This is an optimization exercise on Yosys and OpenROAD, whose aim is small area and a short achievable clock period, not a production implementation.
Only the layout flow was run in this run; the RTL was not checked for function there.
No activity file was given, so power comes from the tool's default toggle rates.

**design/flow/flow/run.sh**
```bash
#!/bin/bash
# The standard layout (the standard.sh, ORFS from synthesis to the final
# layout), with the smallest buffer on the ports instead of ORFS's default
# choice. Each tool's output is in orfs/logs; standard.sh's own output in
# standard.log.
export BUFFER_PORTS_ARGS="-buffer_cell sky130_fd_sc_hd__buf_1"
bash standard.sh > standard.log 2>&1
```
**design/flow/standard.sh**
```bash
#!/bin/bash
# synth_recipe.tcl (not shown) runs the flow's synth.tcl, then flattens the netlist and writes it again
# the make line also repeats each setting of config.mk as NAME=value (left out here)
make -C /OpenROAD-flow-scripts/flow DESIGN_CONFIG=/design/flow/config.mk WORK_HOME=/design/flow/orfs CLKGATE_MAP_FILE= SYNTH_SCRIPT=/design/flow/synth_recipe.tcl "${@:-finish}"
```
**design/flow/config.mk**
```make
export PLATFORM = sky130hd
export DESIGN_NAME = median_3x3
export DESIGN_NICKNAME = median_3x3
export VERILOG_FILES = /design/flow/design.v
export SDC_FILE = /design/flow/constraint.sdc
export NUM_CORES = 4
export LEC_CHECK = 0
export ABC_AREA = 1
export CAP_MARGIN = 20
export CORE_MARGIN = 2
export CORE_UTILIZATION = 55
export CTS_BUF_LIST = sky130_fd_sc_hd__clkbuf_8
export SETUP_SLACK_MARGIN = 3.35
export SLEW_MARGIN = 20
```
**design/flow/constraint.sdc**
```tcl
create_clock -name core_clock -period 6.0 [get_ports {clk}]
set_input_delay 1.2000 -clock core_clock [delete_from_list [all_inputs] [get_ports {clk}]]
set_output_delay 1.2000 -clock core_clock [all_outputs]
set_load 0.01 [all_outputs]
```
**design/flow/design.v**
```verilog
module find_min_max(
	input [8 - 1 : 0] a,
	input [8 - 1 : 0] b,
	output [8 - 1 : 0] min,
	output [8 - 1 : 0] max
);
	assign min = (a > b) ? b : a;
	assign max = (a > b) ? a : b;
endmodule
module find_min_mid_max(
	input [8 - 1 : 0] a,
	input [8 - 1 : 0] b,
	input [8 - 1 : 0] c,
	output [8 - 1 : 0] min,
	output [8 - 1 : 0] mid,
	output [8 - 1 : 0] max
);
	wire [8 - 1 : 0] ab_min;
	wire [8 - 1 : 0] ab_max;
	wire [8 - 1 : 0] mid_temp;
	find_min_max u1(.a(a), .b(b), .min(ab_min), .max(ab_max));
	find_min_max u2(.a(ab_max), .b(c), .min(mid_temp), .max(max));
	find_min_max u3(.a(ab_min), .b(mid_temp), .min(min), .max(mid));
endmodule
module median_3x3(
	input clk,
	input [8 - 1 : 0] i_p0, i_p1, i_p2,
	input [8 - 1 : 0] i_p3, i_p4, i_p5,
	input [8 - 1 : 0] i_p6, i_p7, i_p8,
	output reg [8 - 1 : 0] o_median
);
	wire m7_r0_lo = i_p0[7] & i_p1[7] & i_p2[7];
	wire m7_r0_md = (i_p0[7] & i_p1[7]) | (i_p0[7] & i_p2[7]) | (i_p1[7] & i_p2[7]);
	wire m7_r0_hi = i_p0[7] | i_p1[7] | i_p2[7];
	wire m7_r1_lo = i_p3[7] & i_p4[7] & i_p5[7];
	wire m7_r1_md = (i_p3[7] & i_p4[7]) | (i_p3[7] & i_p5[7]) | (i_p4[7] & i_p5[7]);
	wire m7_r1_hi = i_p3[7] | i_p4[7] | i_p5[7];
	wire m7_r2_lo = i_p6[7] & i_p7[7] & i_p8[7];
	wire m7_r2_md = (i_p6[7] & i_p7[7]) | (i_p6[7] & i_p8[7]) | (i_p7[7] & i_p8[7]);
	wire m7_r2_hi = i_p6[7] | i_p7[7] | i_p8[7];
	wire m7_a = m7_r0_lo | m7_r1_lo | m7_r2_lo;
	wire m7_b = (m7_r0_md & m7_r1_md) | (m7_r0_md & m7_r2_md) | (m7_r1_md & m7_r2_md);
	wire m7_c = m7_r0_hi & m7_r1_hi & m7_r2_hi;
	wire m7 = (m7_a & m7_b) | (m7_a & m7_c) | (m7_b & m7_c);
	wire e6_0_0 = i_p0[7] | i_p0[6];
	wire e6_0_1 = (i_p0[6] & i_p0[7]);
	wire e6_1_0 = i_p1[7] | i_p1[6];
	wire e6_1_1 = (i_p1[6] & i_p1[7]);
	wire e6_2_0 = i_p2[7] | i_p2[6];
	wire e6_2_1 = (i_p2[6] & i_p2[7]);
	wire e6_3_0 = i_p3[7] | i_p3[6];
	wire e6_3_1 = (i_p3[6] & i_p3[7]);
	wire e6_4_0 = i_p4[7] | i_p4[6];
	wire e6_4_1 = (i_p4[6] & i_p4[7]);
	wire e6_5_0 = i_p5[7] | i_p5[6];
	wire e6_5_1 = (i_p5[6] & i_p5[7]);
	wire e6_6_0 = i_p6[7] | i_p6[6];
	wire e6_6_1 = (i_p6[6] & i_p6[7]);
	wire e6_7_0 = i_p7[7] | i_p7[6];
	wire e6_7_1 = (i_p7[6] & i_p7[7]);
	wire e6_8_0 = i_p8[7] | i_p8[6];
	wire e6_8_1 = (i_p8[6] & i_p8[7]);
	wire m6_0_r0_lo = e6_0_0 & e6_1_0 & e6_2_0;
	wire m6_0_r0_md = (e6_0_0 & e6_1_0) | (e6_0_0 & e6_2_0) | (e6_1_0 & e6_2_0);
	wire m6_0_r0_hi = e6_0_0 | e6_1_0 | e6_2_0;
	wire m6_0_r1_lo = e6_3_0 & e6_4_0 & e6_5_0;
	wire m6_0_r1_md = (e6_3_0 & e6_4_0) | (e6_3_0 & e6_5_0) | (e6_4_0 & e6_5_0);
	wire m6_0_r1_hi = e6_3_0 | e6_4_0 | e6_5_0;
	wire m6_0_r2_lo = e6_6_0 & e6_7_0 & e6_8_0;
	wire m6_0_r2_md = (e6_6_0 & e6_7_0) | (e6_6_0 & e6_8_0) | (e6_7_0 & e6_8_0);
	wire m6_0_r2_hi = e6_6_0 | e6_7_0 | e6_8_0;
	wire m6_0_a = m6_0_r0_lo | m6_0_r1_lo | m6_0_r2_lo;
	wire m6_0_b = (m6_0_r0_md & m6_0_r1_md) | (m6_0_r0_md & m6_0_r2_md) | (m6_0_r1_md & m6_0_r2_md);
	wire m6_0_c = m6_0_r0_hi & m6_0_r1_hi & m6_0_r2_hi;
	wire m6_0 = (m6_0_a & m6_0_b) | (m6_0_a & m6_0_c) | (m6_0_b & m6_0_c);
	wire m6_1_r0_lo = e6_0_1 & e6_1_1 & e6_2_1;
	wire m6_1_r0_md = (e6_0_1 & e6_1_1) | (e6_0_1 & e6_2_1) | (e6_1_1 & e6_2_1);
	wire m6_1_r0_hi = e6_0_1 | e6_1_1 | e6_2_1;
	wire m6_1_r1_lo = e6_3_1 & e6_4_1 & e6_5_1;
	wire m6_1_r1_md = (e6_3_1 & e6_4_1) | (e6_3_1 & e6_5_1) | (e6_4_1 & e6_5_1);
	wire m6_1_r1_hi = e6_3_1 | e6_4_1 | e6_5_1;
	wire m6_1_r2_lo = e6_6_1 & e6_7_1 & e6_8_1;
	wire m6_1_r2_md = (e6_6_1 & e6_7_1) | (e6_6_1 & e6_8_1) | (e6_7_1 & e6_8_1);
	wire m6_1_r2_hi = e6_6_1 | e6_7_1 | e6_8_1;
	wire m6_1_a = m6_1_r0_lo | m6_1_r1_lo | m6_1_r2_lo;
	wire m6_1_b = (m6_1_r0_md & m6_1_r1_md) | (m6_1_r0_md & m6_1_r2_md) | (m6_1_r1_md & m6_1_r2_md);
	wire m6_1_c = m6_1_r0_hi & m6_1_r1_hi & m6_1_r2_hi;
	wire m6_1 = (m6_1_a & m6_1_b) | (m6_1_a & m6_1_c) | (m6_1_b & m6_1_c);
	wire lt7_0 = (~i_p0[7] & m7);
	wire gt7_0 = (i_p0[7] & ~m7);
	wire lt7_1 = (~i_p1[7] & m7);
	wire gt7_1 = (i_p1[7] & ~m7);
	wire lt7_2 = (~i_p2[7] & m7);
	wire gt7_2 = (i_p2[7] & ~m7);
	wire lt7_3 = (~i_p3[7] & m7);
	wire gt7_3 = (i_p3[7] & ~m7);
	wire lt7_4 = (~i_p4[7] & m7);
	wire gt7_4 = (i_p4[7] & ~m7);
	wire lt7_5 = (~i_p5[7] & m7);
	wire gt7_5 = (i_p5[7] & ~m7);
	wire lt7_6 = (~i_p6[7] & m7);
	wire gt7_6 = (i_p6[7] & ~m7);
	wire lt7_7 = (~i_p7[7] & m7);
	wire gt7_7 = (i_p7[7] & ~m7);
	wire lt7_8 = (~i_p8[7] & m7);
	wire gt7_8 = (i_p8[7] & ~m7);
	reg [6:0] s1_p0;
	reg [6:0] s1_p1;
	reg [6:0] s1_p2;
	reg [6:0] s1_p3;
	reg [6:0] s1_p4;
	reg [6:0] s1_p5;
	reg [6:0] s1_p6;
	reg [6:0] s1_p7;
	reg [6:0] s1_p8;
	reg s1_m7;
	reg s1_m6_0;
	reg s1_m6_1;
	wire m6 = s1_m7 ? s1_m6_1 : s1_m6_0;
	wire e5_0_0 = s1_p0[6] | s1_p0[5];
	wire e5_0_1 = (s1_p0[5] & s1_p0[6]);
	wire e5_1_0 = s1_p1[6] | s1_p1[5];
	wire e5_1_1 = (s1_p1[5] & s1_p1[6]);
	wire e5_2_0 = s1_p2[6] | s1_p2[5];
	wire e5_2_1 = (s1_p2[5] & s1_p2[6]);
	wire e5_3_0 = s1_p3[6] | s1_p3[5];
	wire e5_3_1 = (s1_p3[5] & s1_p3[6]);
	wire e5_4_0 = s1_p4[6] | s1_p4[5];
	wire e5_4_1 = (s1_p4[5] & s1_p4[6]);
	wire e5_5_0 = s1_p5[6] | s1_p5[5];
	wire e5_5_1 = (s1_p5[5] & s1_p5[6]);
	wire e5_6_0 = s1_p6[6] | s1_p6[5];
	wire e5_6_1 = (s1_p6[5] & s1_p6[6]);
	wire e5_7_0 = s1_p7[6] | s1_p7[5];
	wire e5_7_1 = (s1_p7[5] & s1_p7[6]);
	wire e5_8_0 = s1_p8[6] | s1_p8[5];
	wire e5_8_1 = (s1_p8[5] & s1_p8[6]);
	wire m5_0_r0_lo = e5_0_0 & e5_1_0 & e5_2_0;
	wire m5_0_r0_md = (e5_0_0 & e5_1_0) | (e5_0_0 & e5_2_0) | (e5_1_0 & e5_2_0);
	wire m5_0_r0_hi = e5_0_0 | e5_1_0 | e5_2_0;
	wire m5_0_r1_lo = e5_3_0 & e5_4_0 & e5_5_0;
	wire m5_0_r1_md = (e5_3_0 & e5_4_0) | (e5_3_0 & e5_5_0) | (e5_4_0 & e5_5_0);
	wire m5_0_r1_hi = e5_3_0 | e5_4_0 | e5_5_0;
	wire m5_0_r2_lo = e5_6_0 & e5_7_0 & e5_8_0;
	wire m5_0_r2_md = (e5_6_0 & e5_7_0) | (e5_6_0 & e5_8_0) | (e5_7_0 & e5_8_0);
	wire m5_0_r2_hi = e5_6_0 | e5_7_0 | e5_8_0;
	wire m5_0_a = m5_0_r0_lo | m5_0_r1_lo | m5_0_r2_lo;
	wire m5_0_b = (m5_0_r0_md & m5_0_r1_md) | (m5_0_r0_md & m5_0_r2_md) | (m5_0_r1_md & m5_0_r2_md);
	wire m5_0_c = m5_0_r0_hi & m5_0_r1_hi & m5_0_r2_hi;
	wire m5_0 = (m5_0_a & m5_0_b) | (m5_0_a & m5_0_c) | (m5_0_b & m5_0_c);
	wire m5_1_r0_lo = e5_0_1 & e5_1_1 & e5_2_1;
	wire m5_1_r0_md = (e5_0_1 & e5_1_1) | (e5_0_1 & e5_2_1) | (e5_1_1 & e5_2_1);
	wire m5_1_r0_hi = e5_0_1 | e5_1_1 | e5_2_1;
	wire m5_1_r1_lo = e5_3_1 & e5_4_1 & e5_5_1;
	wire m5_1_r1_md = (e5_3_1 & e5_4_1) | (e5_3_1 & e5_5_1) | (e5_4_1 & e5_5_1);
	wire m5_1_r1_hi = e5_3_1 | e5_4_1 | e5_5_1;
	wire m5_1_r2_lo = e5_6_1 & e5_7_1 & e5_8_1;
	wire m5_1_r2_md = (e5_6_1 & e5_7_1) | (e5_6_1 & e5_8_1) | (e5_7_1 & e5_8_1);
	wire m5_1_r2_hi = e5_6_1 | e5_7_1 | e5_8_1;
	wire m5_1_a = m5_1_r0_lo | m5_1_r1_lo | m5_1_r2_lo;
	wire m5_1_b = (m5_1_r0_md & m5_1_r1_md) | (m5_1_r0_md & m5_1_r2_md) | (m5_1_r1_md & m5_1_r2_md);
	wire m5_1_c = m5_1_r0_hi & m5_1_r1_hi & m5_1_r2_hi;
	wire m5_1 = (m5_1_a & m5_1_b) | (m5_1_a & m5_1_c) | (m5_1_b & m5_1_c);
	wire m5 = ~m6 ? m5_0 : m5_1;
	wire lt6_0 = (~s1_p0[6] & m6);
	wire gt6_0 = (s1_p0[6] & ~m6);
	wire lt6_1 = (~s1_p1[6] & m6);
	wire gt6_1 = (s1_p1[6] & ~m6);
	wire lt6_2 = (~s1_p2[6] & m6);
	wire gt6_2 = (s1_p2[6] & ~m6);
	wire lt6_3 = (~s1_p3[6] & m6);
	wire gt6_3 = (s1_p3[6] & ~m6);
	wire lt6_4 = (~s1_p4[6] & m6);
	wire gt6_4 = (s1_p4[6] & ~m6);
	wire lt6_5 = (~s1_p5[6] & m6);
	wire gt6_5 = (s1_p5[6] & ~m6);
	wire lt6_6 = (~s1_p6[6] & m6);
	wire gt6_6 = (s1_p6[6] & ~m6);
	wire lt6_7 = (~s1_p7[6] & m6);
	wire gt6_7 = (s1_p7[6] & ~m6);
	wire lt6_8 = (~s1_p8[6] & m6);
	wire gt6_8 = (s1_p8[6] & ~m6);
	wire e5_0 = m6 ? e5_0_1 : e5_0_0;
	wire e5_1 = m6 ? e5_1_1 : e5_1_0;
	wire e5_2 = m6 ? e5_2_1 : e5_2_0;
	wire e5_3 = m6 ? e5_3_1 : e5_3_0;
	wire e5_4 = m6 ? e5_4_1 : e5_4_0;
	wire e5_5 = m6 ? e5_5_1 : e5_5_0;
	wire e5_6 = m6 ? e5_6_1 : e5_6_0;
	wire e5_7 = m6 ? e5_7_1 : e5_7_0;
	wire e5_8 = m6 ? e5_8_1 : e5_8_0;
	wire e4_0_0 = e5_0 | (s1_p0[4] & ~lt6_0);
	wire e4_0_1 = gt6_0 | ((s1_p0[4] & ~lt6_0) & e5_0);
	wire e4_1_0 = e5_1 | (s1_p1[4] & ~lt6_1);
	wire e4_1_1 = gt6_1 | ((s1_p1[4] & ~lt6_1) & e5_1);
	wire e4_2_0 = e5_2 | (s1_p2[4] & ~lt6_2);
	wire e4_2_1 = gt6_2 | ((s1_p2[4] & ~lt6_2) & e5_2);
	wire e4_3_0 = e5_3 | (s1_p3[4] & ~lt6_3);
	wire e4_3_1 = gt6_3 | ((s1_p3[4] & ~lt6_3) & e5_3);
	wire e4_4_0 = e5_4 | (s1_p4[4] & ~lt6_4);
	wire e4_4_1 = gt6_4 | ((s1_p4[4] & ~lt6_4) & e5_4);
	wire e4_5_0 = e5_5 | (s1_p5[4] & ~lt6_5);
	wire e4_5_1 = gt6_5 | ((s1_p5[4] & ~lt6_5) & e5_5);
	wire e4_6_0 = e5_6 | (s1_p6[4] & ~lt6_6);
	wire e4_6_1 = gt6_6 | ((s1_p6[4] & ~lt6_6) & e5_6);
	wire e4_7_0 = e5_7 | (s1_p7[4] & ~lt6_7);
	wire e4_7_1 = gt6_7 | ((s1_p7[4] & ~lt6_7) & e5_7);
	wire e4_8_0 = e5_8 | (s1_p8[4] & ~lt6_8);
	wire e4_8_1 = gt6_8 | ((s1_p8[4] & ~lt6_8) & e5_8);
	wire m4_0_r0_lo = e4_0_0 & e4_1_0 & e4_2_0;
	wire m4_0_r0_md = (e4_0_0 & e4_1_0) | (e4_0_0 & e4_2_0) | (e4_1_0 & e4_2_0);
	wire m4_0_r0_hi = e4_0_0 | e4_1_0 | e4_2_0;
	wire m4_0_r1_lo = e4_3_0 & e4_4_0 & e4_5_0;
	wire m4_0_r1_md = (e4_3_0 & e4_4_0) | (e4_3_0 & e4_5_0) | (e4_4_0 & e4_5_0);
	wire m4_0_r1_hi = e4_3_0 | e4_4_0 | e4_5_0;
	wire m4_0_r2_lo = e4_6_0 & e4_7_0 & e4_8_0;
	wire m4_0_r2_md = (e4_6_0 & e4_7_0) | (e4_6_0 & e4_8_0) | (e4_7_0 & e4_8_0);
	wire m4_0_r2_hi = e4_6_0 | e4_7_0 | e4_8_0;
	wire m4_0_a = m4_0_r0_lo | m4_0_r1_lo | m4_0_r2_lo;
	wire m4_0_b = (m4_0_r0_md & m4_0_r1_md) | (m4_0_r0_md & m4_0_r2_md) | (m4_0_r1_md & m4_0_r2_md);
	wire m4_0_c = m4_0_r0_hi & m4_0_r1_hi & m4_0_r2_hi;
	wire m4_0 = (m4_0_a & m4_0_b) | (m4_0_a & m4_0_c) | (m4_0_b & m4_0_c);
	wire m4_1_r0_lo = e4_0_1 & e4_1_1 & e4_2_1;
	wire m4_1_r0_md = (e4_0_1 & e4_1_1) | (e4_0_1 & e4_2_1) | (e4_1_1 & e4_2_1);
	wire m4_1_r0_hi = e4_0_1 | e4_1_1 | e4_2_1;
	wire m4_1_r1_lo = e4_3_1 & e4_4_1 & e4_5_1;
	wire m4_1_r1_md = (e4_3_1 & e4_4_1) | (e4_3_1 & e4_5_1) | (e4_4_1 & e4_5_1);
	wire m4_1_r1_hi = e4_3_1 | e4_4_1 | e4_5_1;
	wire m4_1_r2_lo = e4_6_1 & e4_7_1 & e4_8_1;
	wire m4_1_r2_md = (e4_6_1 & e4_7_1) | (e4_6_1 & e4_8_1) | (e4_7_1 & e4_8_1);
	wire m4_1_r2_hi = e4_6_1 | e4_7_1 | e4_8_1;
	wire m4_1_a = m4_1_r0_lo | m4_1_r1_lo | m4_1_r2_lo;
	wire m4_1_b = (m4_1_r0_md & m4_1_r1_md) | (m4_1_r0_md & m4_1_r2_md) | (m4_1_r1_md & m4_1_r2_md);
	wire m4_1_c = m4_1_r0_hi & m4_1_r1_hi & m4_1_r2_hi;
	wire m4_1 = (m4_1_a & m4_1_b) | (m4_1_a & m4_1_c) | (m4_1_b & m4_1_c);
	wire m4 = ~m5 ? m4_0 : m4_1;
	wire lt5_0 = lt6_0 | (~e5_0 & m5);
	wire gt5_0 = gt6_0 | (e5_0 & ~m5);
	wire lt5_1 = lt6_1 | (~e5_1 & m5);
	wire gt5_1 = gt6_1 | (e5_1 & ~m5);
	wire lt5_2 = lt6_2 | (~e5_2 & m5);
	wire gt5_2 = gt6_2 | (e5_2 & ~m5);
	wire lt5_3 = lt6_3 | (~e5_3 & m5);
	wire gt5_3 = gt6_3 | (e5_3 & ~m5);
	wire lt5_4 = lt6_4 | (~e5_4 & m5);
	wire gt5_4 = gt6_4 | (e5_4 & ~m5);
	wire lt5_5 = lt6_5 | (~e5_5 & m5);
	wire gt5_5 = gt6_5 | (e5_5 & ~m5);
	wire lt5_6 = lt6_6 | (~e5_6 & m5);
	wire gt5_6 = gt6_6 | (e5_6 & ~m5);
	wire lt5_7 = lt6_7 | (~e5_7 & m5);
	wire gt5_7 = gt6_7 | (e5_7 & ~m5);
	wire lt5_8 = lt6_8 | (~e5_8 & m5);
	wire gt5_8 = gt6_8 | (e5_8 & ~m5);
	wire e4_0 = m5 ? e4_0_1 : e4_0_0;
	wire e4_1 = m5 ? e4_1_1 : e4_1_0;
	wire e4_2 = m5 ? e4_2_1 : e4_2_0;
	wire e4_3 = m5 ? e4_3_1 : e4_3_0;
	wire e4_4 = m5 ? e4_4_1 : e4_4_0;
	wire e4_5 = m5 ? e4_5_1 : e4_5_0;
	wire e4_6 = m5 ? e4_6_1 : e4_6_0;
	wire e4_7 = m5 ? e4_7_1 : e4_7_0;
	wire e4_8 = m5 ? e4_8_1 : e4_8_0;
	wire e3_0_0 = e4_0 | (s1_p0[3] & ~lt5_0);
	wire e3_0_1 = gt5_0 | ((s1_p0[3] & ~lt5_0) & e4_0);
	wire e3_1_0 = e4_1 | (s1_p1[3] & ~lt5_1);
	wire e3_1_1 = gt5_1 | ((s1_p1[3] & ~lt5_1) & e4_1);
	wire e3_2_0 = e4_2 | (s1_p2[3] & ~lt5_2);
	wire e3_2_1 = gt5_2 | ((s1_p2[3] & ~lt5_2) & e4_2);
	wire e3_3_0 = e4_3 | (s1_p3[3] & ~lt5_3);
	wire e3_3_1 = gt5_3 | ((s1_p3[3] & ~lt5_3) & e4_3);
	wire e3_4_0 = e4_4 | (s1_p4[3] & ~lt5_4);
	wire e3_4_1 = gt5_4 | ((s1_p4[3] & ~lt5_4) & e4_4);
	wire e3_5_0 = e4_5 | (s1_p5[3] & ~lt5_5);
	wire e3_5_1 = gt5_5 | ((s1_p5[3] & ~lt5_5) & e4_5);
	wire e3_6_0 = e4_6 | (s1_p6[3] & ~lt5_6);
	wire e3_6_1 = gt5_6 | ((s1_p6[3] & ~lt5_6) & e4_6);
	wire e3_7_0 = e4_7 | (s1_p7[3] & ~lt5_7);
	wire e3_7_1 = gt5_7 | ((s1_p7[3] & ~lt5_7) & e4_7);
	wire e3_8_0 = e4_8 | (s1_p8[3] & ~lt5_8);
	wire e3_8_1 = gt5_8 | ((s1_p8[3] & ~lt5_8) & e4_8);
	wire m3_0_r0_lo = e3_0_0 & e3_1_0 & e3_2_0;
	wire m3_0_r0_md = (e3_0_0 & e3_1_0) | (e3_0_0 & e3_2_0) | (e3_1_0 & e3_2_0);
	wire m3_0_r0_hi = e3_0_0 | e3_1_0 | e3_2_0;
	wire m3_0_r1_lo = e3_3_0 & e3_4_0 & e3_5_0;
	wire m3_0_r1_md = (e3_3_0 & e3_4_0) | (e3_3_0 & e3_5_0) | (e3_4_0 & e3_5_0);
	wire m3_0_r1_hi = e3_3_0 | e3_4_0 | e3_5_0;
	wire m3_0_r2_lo = e3_6_0 & e3_7_0 & e3_8_0;
	wire m3_0_r2_md = (e3_6_0 & e3_7_0) | (e3_6_0 & e3_8_0) | (e3_7_0 & e3_8_0);
	wire m3_0_r2_hi = e3_6_0 | e3_7_0 | e3_8_0;
	wire m3_0_a = m3_0_r0_lo | m3_0_r1_lo | m3_0_r2_lo;
	wire m3_0_b = (m3_0_r0_md & m3_0_r1_md) | (m3_0_r0_md & m3_0_r2_md) | (m3_0_r1_md & m3_0_r2_md);
	wire m3_0_c = m3_0_r0_hi & m3_0_r1_hi & m3_0_r2_hi;
	wire m3_0 = (m3_0_a & m3_0_b) | (m3_0_a & m3_0_c) | (m3_0_b & m3_0_c);
	wire m3_1_r0_lo = e3_0_1 & e3_1_1 & e3_2_1;
	wire m3_1_r0_md = (e3_0_1 & e3_1_1) | (e3_0_1 & e3_2_1) | (e3_1_1 & e3_2_1);
	wire m3_1_r0_hi = e3_0_1 | e3_1_1 | e3_2_1;
	wire m3_1_r1_lo = e3_3_1 & e3_4_1 & e3_5_1;
	wire m3_1_r1_md = (e3_3_1 & e3_4_1) | (e3_3_1 & e3_5_1) | (e3_4_1 & e3_5_1);
	wire m3_1_r1_hi = e3_3_1 | e3_4_1 | e3_5_1;
	wire m3_1_r2_lo = e3_6_1 & e3_7_1 & e3_8_1;
	wire m3_1_r2_md = (e3_6_1 & e3_7_1) | (e3_6_1 & e3_8_1) | (e3_7_1 & e3_8_1);
	wire m3_1_r2_hi = e3_6_1 | e3_7_1 | e3_8_1;
	wire m3_1_a = m3_1_r0_lo | m3_1_r1_lo | m3_1_r2_lo;
	wire m3_1_b = (m3_1_r0_md & m3_1_r1_md) | (m3_1_r0_md & m3_1_r2_md) | (m3_1_r1_md & m3_1_r2_md);
	wire m3_1_c = m3_1_r0_hi & m3_1_r1_hi & m3_1_r2_hi;
	wire m3_1 = (m3_1_a & m3_1_b) | (m3_1_a & m3_1_c) | (m3_1_b & m3_1_c);
	wire m3 = ~m4 ? m3_0 : m3_1;
	wire lt4_0 = lt5_0 | (~e4_0 & m4);
	wire gt4_0 = gt5_0 | (e4_0 & ~m4);
	wire lt4_1 = lt5_1 | (~e4_1 & m4);
	wire gt4_1 = gt5_1 | (e4_1 & ~m4);
	wire lt4_2 = lt5_2 | (~e4_2 & m4);
	wire gt4_2 = gt5_2 | (e4_2 & ~m4);
	wire lt4_3 = lt5_3 | (~e4_3 & m4);
	wire gt4_3 = gt5_3 | (e4_3 & ~m4);
	wire lt4_4 = lt5_4 | (~e4_4 & m4);
	wire gt4_4 = gt5_4 | (e4_4 & ~m4);
	wire lt4_5 = lt5_5 | (~e4_5 & m4);
	wire gt4_5 = gt5_5 | (e4_5 & ~m4);
	wire lt4_6 = lt5_6 | (~e4_6 & m4);
	wire gt4_6 = gt5_6 | (e4_6 & ~m4);
	wire lt4_7 = lt5_7 | (~e4_7 & m4);
	wire gt4_7 = gt5_7 | (e4_7 & ~m4);
	wire lt4_8 = lt5_8 | (~e4_8 & m4);
	wire gt4_8 = gt5_8 | (e4_8 & ~m4);
	wire e3_0 = m4 ? e3_0_1 : e3_0_0;
	wire e3_1 = m4 ? e3_1_1 : e3_1_0;
	wire e3_2 = m4 ? e3_2_1 : e3_2_0;
	wire e3_3 = m4 ? e3_3_1 : e3_3_0;
	wire e3_4 = m4 ? e3_4_1 : e3_4_0;
	wire e3_5 = m4 ? e3_5_1 : e3_5_0;
	wire e3_6 = m4 ? e3_6_1 : e3_6_0;
	wire e3_7 = m4 ? e3_7_1 : e3_7_0;
	wire e3_8 = m4 ? e3_8_1 : e3_8_0;
	wire lt3_0 = lt4_0 | (~e3_0 & m3);
	wire gt3_0 = gt4_0 | (e3_0 & ~m3);
	wire lt3_1 = lt4_1 | (~e3_1 & m3);
	wire gt3_1 = gt4_1 | (e3_1 & ~m3);
	wire lt3_2 = lt4_2 | (~e3_2 & m3);
	wire gt3_2 = gt4_2 | (e3_2 & ~m3);
	wire lt3_3 = lt4_3 | (~e3_3 & m3);
	wire gt3_3 = gt4_3 | (e3_3 & ~m3);
	wire lt3_4 = lt4_4 | (~e3_4 & m3);
	wire gt3_4 = gt4_4 | (e3_4 & ~m3);
	wire lt3_5 = lt4_5 | (~e3_5 & m3);
	wire gt3_5 = gt4_5 | (e3_5 & ~m3);
	wire lt3_6 = lt4_6 | (~e3_6 & m3);
	wire gt3_6 = gt4_6 | (e3_6 & ~m3);
	wire lt3_7 = lt4_7 | (~e3_7 & m3);
	wire gt3_7 = gt4_7 | (e3_7 & ~m3);
	wire lt3_8 = lt4_8 | (~e3_8 & m3);
	wire gt3_8 = gt4_8 | (e3_8 & ~m3);
	reg [2:0] s2_p0;
	reg [2:0] s2_p1;
	reg [2:0] s2_p2;
	reg [2:0] s2_p3;
	reg [2:0] s2_p4;
	reg [2:0] s2_p5;
	reg [2:0] s2_p6;
	reg [2:0] s2_p7;
	reg [2:0] s2_p8;
	reg s2_m7;
	reg s2_m6;
	reg s2_m5;
	reg s2_m4;
	reg s2_m3;
	wire m2_r0_lo = s2_p0[2] & s2_p1[2] & s2_p2[2];
	wire m2_r0_md = (s2_p0[2] & s2_p1[2]) | (s2_p0[2] & s2_p2[2]) | (s2_p1[2] & s2_p2[2]);
	wire m2_r0_hi = s2_p0[2] | s2_p1[2] | s2_p2[2];
	wire m2_r1_lo = s2_p3[2] & s2_p4[2] & s2_p5[2];
	wire m2_r1_md = (s2_p3[2] & s2_p4[2]) | (s2_p3[2] & s2_p5[2]) | (s2_p4[2] & s2_p5[2]);
	wire m2_r1_hi = s2_p3[2] | s2_p4[2] | s2_p5[2];
	wire m2_r2_lo = s2_p6[2] & s2_p7[2] & s2_p8[2];
	wire m2_r2_md = (s2_p6[2] & s2_p7[2]) | (s2_p6[2] & s2_p8[2]) | (s2_p7[2] & s2_p8[2]);
	wire m2_r2_hi = s2_p6[2] | s2_p7[2] | s2_p8[2];
	wire m2_a = m2_r0_lo | m2_r1_lo | m2_r2_lo;
	wire m2_b = (m2_r0_md & m2_r1_md) | (m2_r0_md & m2_r2_md) | (m2_r1_md & m2_r2_md);
	wire m2_c = m2_r0_hi & m2_r1_hi & m2_r2_hi;
	wire m2 = (m2_a & m2_b) | (m2_a & m2_c) | (m2_b & m2_c);
	wire e1_0_0 = s2_p0[2] | s2_p0[1];
	wire e1_0_1 = (s2_p0[1] & s2_p0[2]);
	wire e1_1_0 = s2_p1[2] | s2_p1[1];
	wire e1_1_1 = (s2_p1[1] & s2_p1[2]);
	wire e1_2_0 = s2_p2[2] | s2_p2[1];
	wire e1_2_1 = (s2_p2[1] & s2_p2[2]);
	wire e1_3_0 = s2_p3[2] | s2_p3[1];
	wire e1_3_1 = (s2_p3[1] & s2_p3[2]);
	wire e1_4_0 = s2_p4[2] | s2_p4[1];
	wire e1_4_1 = (s2_p4[1] & s2_p4[2]);
	wire e1_5_0 = s2_p5[2] | s2_p5[1];
	wire e1_5_1 = (s2_p5[1] & s2_p5[2]);
	wire e1_6_0 = s2_p6[2] | s2_p6[1];
	wire e1_6_1 = (s2_p6[1] & s2_p6[2]);
	wire e1_7_0 = s2_p7[2] | s2_p7[1];
	wire e1_7_1 = (s2_p7[1] & s2_p7[2]);
	wire e1_8_0 = s2_p8[2] | s2_p8[1];
	wire e1_8_1 = (s2_p8[1] & s2_p8[2]);
	wire m1_0_r0_lo = e1_0_0 & e1_1_0 & e1_2_0;
	wire m1_0_r0_md = (e1_0_0 & e1_1_0) | (e1_0_0 & e1_2_0) | (e1_1_0 & e1_2_0);
	wire m1_0_r0_hi = e1_0_0 | e1_1_0 | e1_2_0;
	wire m1_0_r1_lo = e1_3_0 & e1_4_0 & e1_5_0;
	wire m1_0_r1_md = (e1_3_0 & e1_4_0) | (e1_3_0 & e1_5_0) | (e1_4_0 & e1_5_0);
	wire m1_0_r1_hi = e1_3_0 | e1_4_0 | e1_5_0;
	wire m1_0_r2_lo = e1_6_0 & e1_7_0 & e1_8_0;
	wire m1_0_r2_md = (e1_6_0 & e1_7_0) | (e1_6_0 & e1_8_0) | (e1_7_0 & e1_8_0);
	wire m1_0_r2_hi = e1_6_0 | e1_7_0 | e1_8_0;
	wire m1_0_a = m1_0_r0_lo | m1_0_r1_lo | m1_0_r2_lo;
	wire m1_0_b = (m1_0_r0_md & m1_0_r1_md) | (m1_0_r0_md & m1_0_r2_md) | (m1_0_r1_md & m1_0_r2_md);
	wire m1_0_c = m1_0_r0_hi & m1_0_r1_hi & m1_0_r2_hi;
	wire m1_0 = (m1_0_a & m1_0_b) | (m1_0_a & m1_0_c) | (m1_0_b & m1_0_c);
	wire m1_1_r0_lo = e1_0_1 & e1_1_1 & e1_2_1;
	wire m1_1_r0_md = (e1_0_1 & e1_1_1) | (e1_0_1 & e1_2_1) | (e1_1_1 & e1_2_1);
	wire m1_1_r0_hi = e1_0_1 | e1_1_1 | e1_2_1;
	wire m1_1_r1_lo = e1_3_1 & e1_4_1 & e1_5_1;
	wire m1_1_r1_md = (e1_3_1 & e1_4_1) | (e1_3_1 & e1_5_1) | (e1_4_1 & e1_5_1);
	wire m1_1_r1_hi = e1_3_1 | e1_4_1 | e1_5_1;
	wire m1_1_r2_lo = e1_6_1 & e1_7_1 & e1_8_1;
	wire m1_1_r2_md = (e1_6_1 & e1_7_1) | (e1_6_1 & e1_8_1) | (e1_7_1 & e1_8_1);
	wire m1_1_r2_hi = e1_6_1 | e1_7_1 | e1_8_1;
	wire m1_1_a = m1_1_r0_lo | m1_1_r1_lo | m1_1_r2_lo;
	wire m1_1_b = (m1_1_r0_md & m1_1_r1_md) | (m1_1_r0_md & m1_1_r2_md) | (m1_1_r1_md & m1_1_r2_md);
	wire m1_1_c = m1_1_r0_hi & m1_1_r1_hi & m1_1_r2_hi;
	wire m1_1 = (m1_1_a & m1_1_b) | (m1_1_a & m1_1_c) | (m1_1_b & m1_1_c);
	wire m1 = ~m2 ? m1_0 : m1_1;
	wire lt2_0 = (~s2_p0[2] & m2);
	wire gt2_0 = (s2_p0[2] & ~m2);
	wire lt2_1 = (~s2_p1[2] & m2);
	wire gt2_1 = (s2_p1[2] & ~m2);
	wire lt2_2 = (~s2_p2[2] & m2);
	wire gt2_2 = (s2_p2[2] & ~m2);
	wire lt2_3 = (~s2_p3[2] & m2);
	wire gt2_3 = (s2_p3[2] & ~m2);
	wire lt2_4 = (~s2_p4[2] & m2);
	wire gt2_4 = (s2_p4[2] & ~m2);
	wire lt2_5 = (~s2_p5[2] & m2);
	wire gt2_5 = (s2_p5[2] & ~m2);
	wire lt2_6 = (~s2_p6[2] & m2);
	wire gt2_6 = (s2_p6[2] & ~m2);
	wire lt2_7 = (~s2_p7[2] & m2);
	wire gt2_7 = (s2_p7[2] & ~m2);
	wire lt2_8 = (~s2_p8[2] & m2);
	wire gt2_8 = (s2_p8[2] & ~m2);
	wire e1_0 = m2 ? e1_0_1 : e1_0_0;
	wire e1_1 = m2 ? e1_1_1 : e1_1_0;
	wire e1_2 = m2 ? e1_2_1 : e1_2_0;
	wire e1_3 = m2 ? e1_3_1 : e1_3_0;
	wire e1_4 = m2 ? e1_4_1 : e1_4_0;
	wire e1_5 = m2 ? e1_5_1 : e1_5_0;
	wire e1_6 = m2 ? e1_6_1 : e1_6_0;
	wire e1_7 = m2 ? e1_7_1 : e1_7_0;
	wire e1_8 = m2 ? e1_8_1 : e1_8_0;
	wire e0_0_0 = e1_0 | (s2_p0[0] & ~lt2_0);
	wire e0_0_1 = gt2_0 | ((s2_p0[0] & ~lt2_0) & e1_0);
	wire e0_1_0 = e1_1 | (s2_p1[0] & ~lt2_1);
	wire e0_1_1 = gt2_1 | ((s2_p1[0] & ~lt2_1) & e1_1);
	wire e0_2_0 = e1_2 | (s2_p2[0] & ~lt2_2);
	wire e0_2_1 = gt2_2 | ((s2_p2[0] & ~lt2_2) & e1_2);
	wire e0_3_0 = e1_3 | (s2_p3[0] & ~lt2_3);
	wire e0_3_1 = gt2_3 | ((s2_p3[0] & ~lt2_3) & e1_3);
	wire e0_4_0 = e1_4 | (s2_p4[0] & ~lt2_4);
	wire e0_4_1 = gt2_4 | ((s2_p4[0] & ~lt2_4) & e1_4);
	wire e0_5_0 = e1_5 | (s2_p5[0] & ~lt2_5);
	wire e0_5_1 = gt2_5 | ((s2_p5[0] & ~lt2_5) & e1_5);
	wire e0_6_0 = e1_6 | (s2_p6[0] & ~lt2_6);
	wire e0_6_1 = gt2_6 | ((s2_p6[0] & ~lt2_6) & e1_6);
	wire e0_7_0 = e1_7 | (s2_p7[0] & ~lt2_7);
	wire e0_7_1 = gt2_7 | ((s2_p7[0] & ~lt2_7) & e1_7);
	wire e0_8_0 = e1_8 | (s2_p8[0] & ~lt2_8);
	wire e0_8_1 = gt2_8 | ((s2_p8[0] & ~lt2_8) & e1_8);
	wire m0_0_r0_lo = e0_0_0 & e0_1_0 & e0_2_0;
	wire m0_0_r0_md = (e0_0_0 & e0_1_0) | (e0_0_0 & e0_2_0) | (e0_1_0 & e0_2_0);
	wire m0_0_r0_hi = e0_0_0 | e0_1_0 | e0_2_0;
	wire m0_0_r1_lo = e0_3_0 & e0_4_0 & e0_5_0;
	wire m0_0_r1_md = (e0_3_0 & e0_4_0) | (e0_3_0 & e0_5_0) | (e0_4_0 & e0_5_0);
	wire m0_0_r1_hi = e0_3_0 | e0_4_0 | e0_5_0;
	wire m0_0_r2_lo = e0_6_0 & e0_7_0 & e0_8_0;
	wire m0_0_r2_md = (e0_6_0 & e0_7_0) | (e0_6_0 & e0_8_0) | (e0_7_0 & e0_8_0);
	wire m0_0_r2_hi = e0_6_0 | e0_7_0 | e0_8_0;
	wire m0_0_a = m0_0_r0_lo | m0_0_r1_lo | m0_0_r2_lo;
	wire m0_0_b = (m0_0_r0_md & m0_0_r1_md) | (m0_0_r0_md & m0_0_r2_md) | (m0_0_r1_md & m0_0_r2_md);
	wire m0_0_c = m0_0_r0_hi & m0_0_r1_hi & m0_0_r2_hi;
	wire m0_0 = (m0_0_a & m0_0_b) | (m0_0_a & m0_0_c) | (m0_0_b & m0_0_c);
	wire m0_1_r0_lo = e0_0_1 & e0_1_1 & e0_2_1;
	wire m0_1_r0_md = (e0_0_1 & e0_1_1) | (e0_0_1 & e0_2_1) | (e0_1_1 & e0_2_1);
	wire m0_1_r0_hi = e0_0_1 | e0_1_1 | e0_2_1;
	wire m0_1_r1_lo = e0_3_1 & e0_4_1 & e0_5_1;
	wire m0_1_r1_md = (e0_3_1 & e0_4_1) | (e0_3_1 & e0_5_1) | (e0_4_1 & e0_5_1);
	wire m0_1_r1_hi = e0_3_1 | e0_4_1 | e0_5_1;
	wire m0_1_r2_lo = e0_6_1 & e0_7_1 & e0_8_1;
	wire m0_1_r2_md = (e0_6_1 & e0_7_1) | (e0_6_1 & e0_8_1) | (e0_7_1 & e0_8_1);
	wire m0_1_r2_hi = e0_6_1 | e0_7_1 | e0_8_1;
	wire m0_1_a = m0_1_r0_lo | m0_1_r1_lo | m0_1_r2_lo;
	wire m0_1_b = (m0_1_r0_md & m0_1_r1_md) | (m0_1_r0_md & m0_1_r2_md) | (m0_1_r1_md & m0_1_r2_md);
	wire m0_1_c = m0_1_r0_hi & m0_1_r1_hi & m0_1_r2_hi;
	wire m0_1 = (m0_1_a & m0_1_b) | (m0_1_a & m0_1_c) | (m0_1_b & m0_1_c);
	wire m0 = ~m1 ? m0_0 : m0_1;
	wire lt1_0 = lt2_0 | (~e1_0 & m1);
	wire gt1_0 = gt2_0 | (e1_0 & ~m1);
	wire lt1_1 = lt2_1 | (~e1_1 & m1);
	wire gt1_1 = gt2_1 | (e1_1 & ~m1);
	wire lt1_2 = lt2_2 | (~e1_2 & m1);
	wire gt1_2 = gt2_2 | (e1_2 & ~m1);
	wire lt1_3 = lt2_3 | (~e1_3 & m1);
	wire gt1_3 = gt2_3 | (e1_3 & ~m1);
	wire lt1_4 = lt2_4 | (~e1_4 & m1);
	wire gt1_4 = gt2_4 | (e1_4 & ~m1);
	wire lt1_5 = lt2_5 | (~e1_5 & m1);
	wire gt1_5 = gt2_5 | (e1_5 & ~m1);
	wire lt1_6 = lt2_6 | (~e1_6 & m1);
	wire gt1_6 = gt2_6 | (e1_6 & ~m1);
	wire lt1_7 = lt2_7 | (~e1_7 & m1);
	wire gt1_7 = gt2_7 | (e1_7 & ~m1);
	wire lt1_8 = lt2_8 | (~e1_8 & m1);
	wire gt1_8 = gt2_8 | (e1_8 & ~m1);
	wire e0_0 = m1 ? e0_0_1 : e0_0_0;
	wire e0_1 = m1 ? e0_1_1 : e0_1_0;
	wire e0_2 = m1 ? e0_2_1 : e0_2_0;
	wire e0_3 = m1 ? e0_3_1 : e0_3_0;
	wire e0_4 = m1 ? e0_4_1 : e0_4_0;
	wire e0_5 = m1 ? e0_5_1 : e0_5_0;
	wire e0_6 = m1 ? e0_6_1 : e0_6_0;
	wire e0_7 = m1 ? e0_7_1 : e0_7_0;
	wire e0_8 = m1 ? e0_8_1 : e0_8_0;
	always @(posedge clk) begin
		s1_p0 <= {7{gt7_0}} | (i_p0[6:0] & ~{7{lt7_0}});
		s1_p1 <= {7{gt7_1}} | (i_p1[6:0] & ~{7{lt7_1}});
		s1_p2 <= {7{gt7_2}} | (i_p2[6:0] & ~{7{lt7_2}});
		s1_p3 <= {7{gt7_3}} | (i_p3[6:0] & ~{7{lt7_3}});
		s1_p4 <= {7{gt7_4}} | (i_p4[6:0] & ~{7{lt7_4}});
		s1_p5 <= {7{gt7_5}} | (i_p5[6:0] & ~{7{lt7_5}});
		s1_p6 <= {7{gt7_6}} | (i_p6[6:0] & ~{7{lt7_6}});
		s1_p7 <= {7{gt7_7}} | (i_p7[6:0] & ~{7{lt7_7}});
		s1_p8 <= {7{gt7_8}} | (i_p8[6:0] & ~{7{lt7_8}});
		s1_m7 <= m7;
		s1_m6_0 <= m6_0;
		s1_m6_1 <= m6_1;
		s2_p0 <= {3{gt3_0}} | (s1_p0[2:0] & ~{3{lt3_0}});
		s2_p1 <= {3{gt3_1}} | (s1_p1[2:0] & ~{3{lt3_1}});
		s2_p2 <= {3{gt3_2}} | (s1_p2[2:0] & ~{3{lt3_2}});
		s2_p3 <= {3{gt3_3}} | (s1_p3[2:0] & ~{3{lt3_3}});
		s2_p4 <= {3{gt3_4}} | (s1_p4[2:0] & ~{3{lt3_4}});
		s2_p5 <= {3{gt3_5}} | (s1_p5[2:0] & ~{3{lt3_5}});
		s2_p6 <= {3{gt3_6}} | (s1_p6[2:0] & ~{3{lt3_6}});
		s2_p7 <= {3{gt3_7}} | (s1_p7[2:0] & ~{3{lt3_7}});
		s2_p8 <= {3{gt3_8}} | (s1_p8[2:0] & ~{3{lt3_8}});
		s2_m7 <= s1_m7;
		s2_m6 <= m6;
		s2_m5 <= m5;
		s2_m4 <= m4;
		s2_m3 <= m3;
		o_median <= {s2_m7, s2_m6, s2_m5, s2_m4, s2_m3, m2, m1, m0};
	end
endmodule
```
==> results by group <==
Run status
  – Status: timing/DRC/antenna clean

Global routing
  – All-Layer GR Usage: 31.9%
  – Met1 global-route usage: 43.1%
  – Global routing met2 resource utilization: 52.8%
  – Met3 Track Usage GR: between 4 and 5%
  – Largest net degree at the start of global routing: 64
  – Global-route wire length before repair: 32700 µm
  – Initial antenna violation count: 0
  – Vias in the first global route: 6720
  – Total grt overflow: 0
  – Layer with the highest usage: met2

Timing
  – Slew @ Worst Pin: 0.579 ns
  – RSZ-0062 raised after global routing: yes
  – Final setup viols: 0
  – Final setup TNS: 0 ns
  – Final Hold Fails: 0
  – Clk_skew: approximately 0.020 ns
  – F_max: 0.340 GHz
  – Min cycle time layout: 2.94 ns
  – Period utilisation layout: 49.0%
  – Worst rel slew slack: 61.0%
  – Max-slew violations: 0

Floorplan
  – Die Y: 114 µm
  – Row cnt: 40
  – Core ar.: 0.0119 mm²
  – Initial Util: 55.8%
  – Die Footprint: 0.0129 mm²
  – Die span in x: 114 µm
  – I/O pins: 81

Cells and area
  – Antenna diodes: 0
  – Area grow syn2layout: 34.6%
  – Layout cell share with drive strength beyond 1: between 30% and 40%
  – Nets@finish: 1284
  – Final std cells w/o fill: 1363
  – Commonest non-fill, non-tap cell in the layout: nand2_1
  – Commonest non-fill, non-tap cells in the layout: nand2_1 (311), inv_1 (99), o21ai_0 (93), dfxtp_1 (79), buf_1 (71)

Clock tree
  – Worst-path clk slew: 0.11 ns
  – CTS tree: done
  – CTS buffer count: 9
  – Htree depth: 3
  – Clock root buffer: clkbuf_8
  – Clock sinks: 106
  – Max Buffers Root-to-Sink: 2
  – Skew-Pair Late Insertion Delay: 0.40 ns

Synthesis
  – Synth area leader: dfxtp_1
  – Async S/R FF share, synth: 0%
  – Syn nets: approximately 1200
  – FF+latch count, synth: around 110
  – Avg Inst Size Synth: 6.10 µm²
  – Share of the synthesized area in the top cell type: between 30 and 40%
  – Predominant post-synthesis flop cell: dfxtp_1
  – Syn Inst Count: 1085
  – Warnings from Yosys: 1
  – Post-synth cell types: 45
  – Area contributors post-synth: dfxtp_1 (32%), nand2_1 (21%), o21ai_0 (8.8%)
  – Mapped cell area: 0.00662 mm²
  – Number of flops mapped to enable cells by yosys: 0
  – Post-synthesis sequential area ratio: 32.1%

Power
  – Pwr Total: 3.88 mW
  – Lkg Pwr: 4.34 nW
  – PD cells: about 440 mW/mm²
  – Worst IR Drop VDD: 168 µV

Routing
  – Vias: 7761
  – # DRC: 0
  – DRT iter0 DRCs: 635
  – Pre-antenna DRT Iters: 5
  – Drt wl/cell: 16.5 µm
  – Post-DRT Antenna Nets: 0
  – Drt via density: between 5 and 6
  – Final WL: 22400 µm

Worst setup path
  – CP endpoint kind: flop
  – Worst Path Buf+Inv: 2
  – Crit path kind: flop to flop
  – Worst r2r path cells: 20
  – Critical path depth: 20
  – CP startpoint: s1_m7
  – Most frequent cell on the critical path: nand2_1
  – Worst r2r src: s1_m7
  – R2R setup slack: 3.06 ns
  – Arrival time worst endpoint: 3.24 ns
  – Top delay family on crit path: simple AND/OR/NAND/NOR gates
  – R2R Path End: s2_p8[0]
  – Critical path's slowest cell: dfxtp_2
  – Max Fanout on Critical Path: 16
  – Worst path max stage delay: 0.36 ns
  – Critical path endpoint: s2_p8[0]
  – CP required: 6.30 ns
  – Critical-path cell list: nand2_2 > nand2_8 > clkinv_8 > nand2_1 > nand2_1 > a21oi_2 > nor2_1 > o21ai_1 > nand2_1 > nand3_1 > o211ai_1 > nand2_2 > nand2_4 > clkinv_8 > o21a_4 > nand2_8 > nand2_8 > nand2_4 > nand3_2 > nand2_1
  – Crit start category: flop

Worst hold path
  – Min-delay worst type: flop to flop

Place
  – DP Cell Count: 1289
  – Routability Congestion: 0.938
  – DPL Wire Length: 14300 µm
  – I/O Buffers: 80

Job
  – Max-cap violations: 0
## final cells by class
cell class              count  area (µm²)
multi-input cells         835        5070
fillers                   944        2960
well taps                 147         184
clock inverters             7        88.8
flip-flops and latches    106        2200
repair buffers            128         708
clock buffers               9         124
repair inverters            1        8.76
inverters                 130         524
## Yosys cell counts, types with 4 or more instances
| cell type | number |
|---|---|
| nand2_4 | 6 |
| o221ai_1 | 4 |
| inv_1 | 111 |
| nor2_1 | 87 |
| nand2_1 | 375 |
| o21ai_2 | 6 |
| o22ai_1 | 6 |
| o21ai_1 | 23 |
| nand3_1 | 82 |
| inv_2 | 14 |
| nand3_2 | 9 |
| clkbuf_1 | 17 |
| a21oi_1 | 32 |
| o211ai_1 | 5 |
| maj3_1 | 7 |
| or2_2 | 5 |
| dfxtp_1 | 106 |
| nor2_2 | 5 |
| nand4_1 | 6 |
| nand2_2 | 20 |
| o21ai_0 | 117 |
| clkinv_1 | 5 |
## power breakdown
part,internal (mW),switching (mW)
Combinational,0.836,1.55
Clock,0.171,0.286
Sequential,0.886,0.148
## flip-flops by register name, indices dropped and copies added, names as in the netlist, 3 cells and up
name	flops
s2_p1	3
s2_p3	3
s1_p6	7
s1_p5	7
s1_p7	7
s2_p6	3
s2_p5	3
s1_p2	7
s1_p1	7
s2_p7	3
s1_p0	7
s1_p8	7
s2_p4	3
s2_p0	3
s2_p2	3
s2_p8	3
o_median	8
s1_p4	7
s1_p3	7
## what timing repair did
action / in CTS / in global routing
endpoints found under the hold margin: 0 / 0
pin swaps: 38 / 75
hold buffers: 0 / 0
gates cloned: 10 / 1
gates resized for setup: 152 / 221
endpoints found under the setup margin: 83 / 84
setup buffers: 23 / 24
## per-stage QoR
stage                     hold slack, ns  cell area, µm²  setup slack [ns]  util [%]
after floorplan                    0.310            6630              3.36         -
after global placement             0.312            6970              2.68      58.8
after detailed placement           0.312            6970              2.70      58.8
after CTS                          0.339            8000              3.27      67.4
after global routing               0.343            8900              2.90      75.1
final                              0.337            8900              3.06      75.1
## cell families (layout without fill, tap and decap cells)
logic type | Yosys count | in the layout | share of synthesized area [%]
AOI/OAI and AO/OA | 212 | 212 | 17.9
adders and majority gates | 7 | 7 | 1.06
and+or+nand+nor | 606 | 616 | 39.5
DFF | 106 | 106 | 32.1
buffers and inverters | 154 | 275 | 9.45
## worst min-delay path by stage
| stage | start | endpoint | slack [ns] | depth (start not counted) |
|---|---|---|---|---|
| floorplan | s2_m3 | o_median[3] | 0.31 | 0 |
| global placement | s2_m7 | o_median[7] | 0.31 | 0 |
| detailed placement | s2_m7 | o_median[7] | 0.31 | 0 |
| CTS | s2_m7 | o_median[7] | 0.34 | 0 |
| global route | s2_m3 | o_median[3] | 0.34 | 0 |
| finish | s2_m5 | o_median[5] | 0.34 | 0 |
## layer usage
metal,part of all wire (%),vias to the layer above
met5,0,-
met4,3.7,0
met3,8.3,109
met2,46,421
met1,42,3449
li1,-,3782

==> what the ideal ports hide <==
No port has a modelled driver above. Below, the same layout with a new extraction and two added sets of constraints.
Step 1 sets driving cells, clkbuf_16 on the clock port and buf_2 on the other inputs (assumed; they add their load-dependent delay and slew).
Step 2 times the ports against the registers' clock, not the clock port: input delays grow and output delays shrink by t, the midpoint of the rising clock arrivals with the driver on.
a / b / c = ideal ports / drivers / drivers and shift; a / b = the first two.
t, ns: 0.422
setup WS [ns]: 3.062 / 3.062 / 3.049
worst data-port slew with drivers (ns): 0.05
After both steps this run still meets setup and hold. For this run, drivers alone change the setup slack by 0.000 ns; drivers and shift together by -0.013 ns.
